This is an optimization exercise on Yosys and OpenROAD, whose aim is small area, a short achievable clock period and few clock cycles per item, not a production implementation. At most, simulation tests tie the RTL to the original design; equivalence was not proved. Power figures rest on the tool's default switching activity, not on a simulated workload.

Design mpadd32_shift, start of the top module:
module mpadd32_shift (CLK, RST_N, s_out, a_in, b_in, write, start, ready);
	input CLK, RST_N;
	input [255:0] a_in, b_in;
	input write, start;
	output [256:0] s_out;
	output ready;
	localparam K  = 8;
	localparam NB = 256 / K;
	localparam L  = 5;   
	localparam LW = 2;   
	reg [255:0]  q;
	reg [NB-1:0] g;      
	reg [NB-1:0] p;      
	reg          cout;
	reg          ready;
	assign s_out = {cout, q};
	genvar j, i;
	wire [255:0]  ws;
	wire [NB-1:0] bg;
	wire [NB-1:0] bp;
	generate
		for (j = 0; j < NB; j = j + 1) begin : add
			assign {bg[j], ws[j*K +: K]} = {1'b0, a_in[j*K +: K]} + {1'b0, b_in[j*K +: K]};
			assign bp[j] = &(a_in[j*K +: K] ^ b_in[j*K +: K]);
		end
	endgenerate
	wire [NB-1:0] pg [0:L];
	wire [NB-1:0] pp [0:L];
	generate
		for (j = 0; j < L; j = j + 1) begin : lvl
			wire [NB-1:0] gi, pi;
			if (j == 0) begin : in0
				assign gi = bg;
				assign pi = bp;
			end else if (j == LW) begin : inr
				assign gi = g;
				assign pi = p;
			end else begin : inl
				assign gi = pg[j];
				assign pi = pp[j];
			end
			for (i = 0; i < NB; i = i + 1) begin : node
				if (i >= (1 << j)) begin : comb
					assign pg[j+1][i] = gi[i] | (pi[i] & gi[i - (1 << j)]);
					assign pp[j+1][i] = pi[i] & pi[i - (1 << j)];
				end else begin : pass
					assign pg[j+1][i] = gi[i];
					assign pp[j+1][i] = pi[i];
				end
			end
		end
	endgenerate
	wire [NB:0] c = {pg[L], 1'b0};
	wire [255:0] t;
	generate
		for (j = 0; j < NB; j = j + 1) begin : inc
  ...
Settings: LEC_CHECK=0, CAP_MARGIN=20, CORE_MARGIN=2, CORE_UTILIZATION=40, SETUP_SLACK_MARGIN=2.5, SLEW_MARGIN=20; clock period 5.0 ns.
standard.sh (not shown) runs the stock make flow with config.mk's settings and CLKGATE_MAP_FILE= SYNTH_SCRIPT=/design/flow/synth_recipe.tcl, a recipe that flattens the netlist after the stock synthesis.
==> flow/flow/run.sh <==
#!/bin/bash
# The standard layout, with the port buffers made from buf_1 cells
# instead of the default delay buffers.
set -euo pipefail
export BUFFER_PORTS_ARGS="-buffer_cell sky130_fd_sc_hd__buf_1"
bash standard.sh > standard.log 2>&1
The starting point finished with timing, DRC and antenna clean.
Testbench counts at the start, summed over its fixed seeds: cycles 1,032, items 512.
Change:
- CTS_CLUSTER_DIAMETER: default -> 150
- CTS_CLUSTER_SIZE: default -> 20
Count of clock-buffer cells in the layout shrinks by 37. Cell area shrinks by 3.1%. Routed wire length shrinks by 0.79%. Power shrinks by 16%.
Change:
- CTS_CLUSTER_DIAMETER: 150 -> default
- CTS_CLUSTER_SIZE: 20 -> default
- SETUP_SLACK_MARGIN: 2.5 -> 2.8
Synthesized area is unchanged. Wire length climbs by 5.7%. Worst setup slack improved by 0.097 ns. Fmax climbs by 4.1%. Via count climbs by 3.8%. Global-route usage climbs by 1.6 points. Sequential cell count stays the same.
Change:
- CTS_CLUSTER_DIAMETER: default -> 80
- CTS_CLUSTER_SIZE: default -> 25
- SETUP_SLACK_MARGIN: 2.8 -> 2.5
After rerunning:
- total power falls by 12%
- first-iteration DRC count falls by 7.1%
- wire length falls by 5.2%
- utilization falls by 5.3 points

## v13
Another version of the RTL of mpadd32_shift (not shown whole).
Size: about 2700 cells after synthesis, ~770 I/O pins, roughly 0.023 mm^2 of cells after synthesis.
clock: 5.0 ns
lec_check: 0
cap_margin: 20
core_margin: 2
core_utilization: 40
cts_cluster_diameter: 100
cts_cluster_size: 20
gpl_routability_driven: 0
setup_slack_margin: 2.7
slew_margin: 20
Scripts as last shown in full above: flow/flow/run.sh
v13 finished all stages; the layout is clean.
Testbench counts of v13, summed over its fixed seeds: cycles 1,032, items 512.
Relative to v13, the following input files were edited for v28:
diff --git a/flow/config.mk b/flow/config.mk
--- a/flow/config.mk
+++ b/flow/config.mk
@@ -11,4 +11,3 @@
 export CTS_CLUSTER_DIAMETER = 100
-export CTS_CLUSTER_SIZE = 20
-export GPL_ROUTABILITY_DRIVEN = 0
+export CTS_CLUSTER_SIZE = 25
 export SETUP_SLACK_MARGIN = 2.7
Findings:
v28 completed; timing, DRC and antenna clean
Summary of v28 over v13: count of filler cells inserted in the layout went down 21, design internal power shows an increase of 0.85%, wire length of the first global-routing pass saw little to no change.
NOTE peak supply drop v13->v28 decreased slightly
v28 and v13 ended up with roughly the same power attributed to the clock group.
v28 vs v13: non-clock buffer count up
Design area essentially unchanged between v28 and v13.
--- input diff v28..v25 ---
diff --git a/flow/config.mk b/flow/config.mk
--- a/flow/config.mk
+++ b/flow/config.mk
@@ -11,4 +11,4 @@
 export CTS_CLUSTER_DIAMETER = 100
-export CTS_CLUSTER_SIZE = 25
-export SETUP_SLACK_MARGIN = 2.7
+export CTS_CLUSTER_SIZE = 20
+export SETUP_SLACK_MARGIN = 2.75
 export SLEW_MARGIN = 20
Findings:
Relative to v28, the post-route fraction of the period consumed by the critical path of v25 is lower by 1.2 points. v25: share of cell area taken by flip-flops and latches 0.40 points below v28. Side by side, total power turned out higher in v25 than in v28.
Modified inputs, v27 compared to v25
diff --git a/flow/config.mk b/flow/config.mk
--- a/flow/config.mk
+++ b/flow/config.mk
@@ -12,3 +12,4 @@
 export CTS_CLUSTER_SIZE = 20
-export SETUP_SLACK_MARGIN = 2.75
+export PLACE_DENSITY = 0.7
+export SETUP_SLACK_MARGIN = 2.7
 export SLEW_MARGIN = 20
==> comparison <==
Combinational share of power of v27 is on par with v25.
~same aggregate routed wire length in v25 and v27
Lower length of routed met2 wiring goes to v27 over v25.
Diff v25 -> v27: clock share of power decreased by 0.7 points relative to the old numbers; H-tree level count held steady.
v27: proportion of power drawn by flip-flops and latches is 0.8 points higher than what v25 reported.
Status: count of cells along the worst hold path parity (v27, v25)
Sort v25 and v27 by layout buffer count excluding clock buffers desc -> top: v25
The critical path capture point comes out q[87] in one run and s_out[249] in the other, namely in v27 and v25 respectively.
From v25 to v27 the numbers moved as follows: proportion of cell area occupied by multi-input gates shows no meaningful change; setup slack shows a reduction of 0.064 ns; total global routing track utilization shows an increase of 0.17 points.

mpadd32_shift, a different RTL version from the one above (not shown whole).
Size in the first run: roughly 320 flip-flops, ~770 I/O pins, ~0.023 mm^2 of cells after synthesis.
Settings: LEC_CHECK=0, CAP_MARGIN=20, CORE_MARGIN=2, CORE_UTILIZATION=40, CTS_CLUSTER_DIAMETER=100, CTS_CLUSTER_SIZE=20, SETUP_SLACK_MARGIN=2.6, SLEW_MARGIN=20; clock period 5.0 ns.
Scripts as last shown in full above: flow/flow/run.sh
The starting point completed with no timing, DRC or antenna violations.
Next try:
- SETUP_SLACK_MARGIN: 2.6 -> 2.7
- The changed run completed without violations
- worst setup slack improved by 0.021 ns
- core utilization grows by 1.4 points
- non-clock buffer count grows by 43
- clock power grows by about 4%
- routed wire length hardly moves
- design area grows by about 2.8%
- total power grows by 2.2%
- die area is unchanged
No run of this note included a check of the RTL's function; only the layout flow was run.

v2:
The RTL this note starts from:
==> flow/design.v <==
`timescale 1ns/10ps
module mpadd32_shift (CLK, RST_N, s_out, a_in, b_in, write, start, ready);
	input CLK, RST_N;
	input [255:0] a_in, b_in;
	input write, start;
	output [256:0] s_out;
	output ready;
	localparam K  = 8;
	localparam NB = 256 / K;
	reg [255:0]  q;
	reg [NB-1:0] g;      
	reg          cout;
	reg          ready;
	assign s_out = {cout, q};
	wire [NB-1:0] p;
	genvar j, i;
	generate
		for (j = 0; j < NB; j = j + 1) begin : blk
			assign p[j] = &q[j*K +: K];
		end
	endgenerate
	localparam L = 5;   
	wire [NB-1:0] pg [0:L];
	wire [NB-1:0] pp [0:L];
	assign pg[0] = g;
	assign pp[0] = p;
	generate
		for (j = 0; j < L; j = j + 1) begin : lvl
			for (i = 0; i < NB; i = i + 1) begin : node
				if ((i >> j) & 1) begin : comb
					localparam integer S = ((i >> j) << j) - 1;
					assign pg[j+1][i] = pg[j][i] | (pp[j][i] & pg[j][S]);
					assign pp[j+1][i] = pp[j][i] & pp[j][S];
				end else begin : pass
					assign pg[j+1][i] = pg[j][i];
					assign pp[j+1][i] = pp[j][i];
				end
			end
		end
	endgenerate
	wire [NB:0] c = {pg[L], 1'b0} & {(NB+1){start}};
	wire [255:0] t;
	generate
		for (j = 0; j < NB; j = j + 1) begin : inc
			for (i = 0; i < K; i = i + 1) begin : bit_
				if (j == 0) begin : first
					assign t[i] = 1'b0;
				end else if (i == 0) begin : lsb
					assign t[j*K] = c[j];
				end else begin : up
					assign t[j*K+i] = c[j] & (&q[j*K +: i]);
				end
			end
		end
	endgenerate
	wire [255:0]  ws;
	wire [NB-1:0] wg;
	generate
		for (j = 0; j < NB; j = j + 1) begin : add
			assign {wg[j], ws[j*K +: K]} = {1'b0, a_in[j*K +: K]} + {1'b0, b_in[j*K +: K]};
		end
	endgenerate
	always @(posedge CLK) begin
		q    <= write ? ws : q ^ t;
		g    <= write ? wg : (start ? {NB{1'b0}} : g);
		cout <= write ? 1'b0 : cout | c[NB];
		if (~RST_N)
			ready <= 1'b0;
		else
			ready <= start;
	end
endmodule
clock: 5.0 ns
lec_check: 0
cap_margin: 20
core_margin: 2
core_utilization: 40
setup_slack_margin: 3.0
slew_margin: 20
Scripts as last shown in full above: flow/flow/run.sh
Testbench counts of v2, summed over its fixed seeds: cycles 1,032, items 512.
The following lists how v49 was set up differently from v2:
Settings: changing SETUP_SLACK_MARGIN from 3.0 to 2.5.
==> comparison <==
v49: done, clean on timing, DRC and antenna. Compared with v2, v49 is the less power-hungry design. Going from v2 to v49, final wirelength now sits lower, highest attainable clock frequency now sits higher.
[inputs] v5 vs v49
Settings: a deleted SETUP_SLACK_MARGIN that had been 2.5.
==> flow/run.sh (new file) <==
#!/bin/bash
# synth_recipe.tcl (not shown) runs the flow's synth.tcl, then flattens the netlist and writes it again
# the make line also repeats each setting of config.mk as NAME=value (left out here)
make -C /OpenROAD-flow-scripts/flow DESIGN_CONFIG=/design/flow/config.mk WORK_HOME=/design/flow/orfs CLKGATE_MAP_FILE= SYNTH_SCRIPT=/design/flow/synth_recipe.tcl finish
removed: flow/flow/run.sh
removed: flow/standard.sh
- v49 vs v5, master of the slowest instance on the critical path: sky130_fd_sc_hd__o211ai_1 vs sky130_fd_sc_hd__o31ai_1
- Final cycle utilization of the critical path in v5 vs v49: up 13 points
- Compared with v49, in v5 sequential cell count about even; total vias in the final route neither gained nor lost much.

[separate check: timing with driven ports]
The results above use ideal ports. As a check the final layouts listed here were re-extracted and re-timed, cells and wires unchanged. Step 1 assumes that a clkbuf_16 drives the clock port and a buf_2 every other input. Step 2 times the ports against the registers' clock, not the clock port: input delays grow and output delays shrink by t, the midpoint of the rising clock arrivals with the driver on. a / b / c = no drivers / after step 1 / after step 2; a / b = the first two.
run	t (ns)	slack for setup (ns)	hold WS [ns]	cell pins on the clock port's net
the first run of note 1	0.617	2.562 / 2.564 / 1.984	0.452 / 0.452 / 0.452	1
the second run of note 1	0.596	2.530 / 2.560 / 1.964	0.457 / 0.457 / 0.457	1
the third run of note 1	0.616	2.627 / 2.654 / 2.038	0.490 / 0.490 / 0.490	1
the fourth run of note 1	0.647	2.554 / 2.541 / 1.938	0.456 / 0.456 / 0.456	1
v13	0.604	2.736 / 2.690 / 2.176	0.456 / 0.456 / 0.456	1
v28	0.597	2.722 / 2.691 / 2.182	0.461 / 0.461 / 0.461	1
v25	0.600	2.780 / 2.717 / 2.189	0.454 / 0.454 / 0.454	1
v27	0.593	2.717 / 2.671 / 2.143	0.493 / 0.493 / 0.493	1
the first run of note 3	0.594	2.536 / 2.557 / 1.963	0.473 / 0.473 / 0.473	1
the second run of note 3	0.595	2.558 / 2.574 / 1.980	0.458 / 0.458 / 0.458	1
v2	0.595	2.077 / 2.077 / 1.977	0.544 / 0.544 / 0.544	1
v49	0.602	2.163 / 2.163 / 1.902	0.541 / 0.541 / 0.541	1
v5	0.606	1.504 / 1.504 / 1.458	0.574 / 0.574 / 0.574	1
After both steps setup and hold are still met in every run listed. The setup slack of the fourth run of note 1, which loses most, moves by -0.013 ns with the drivers and by -0.616 ns with both steps.
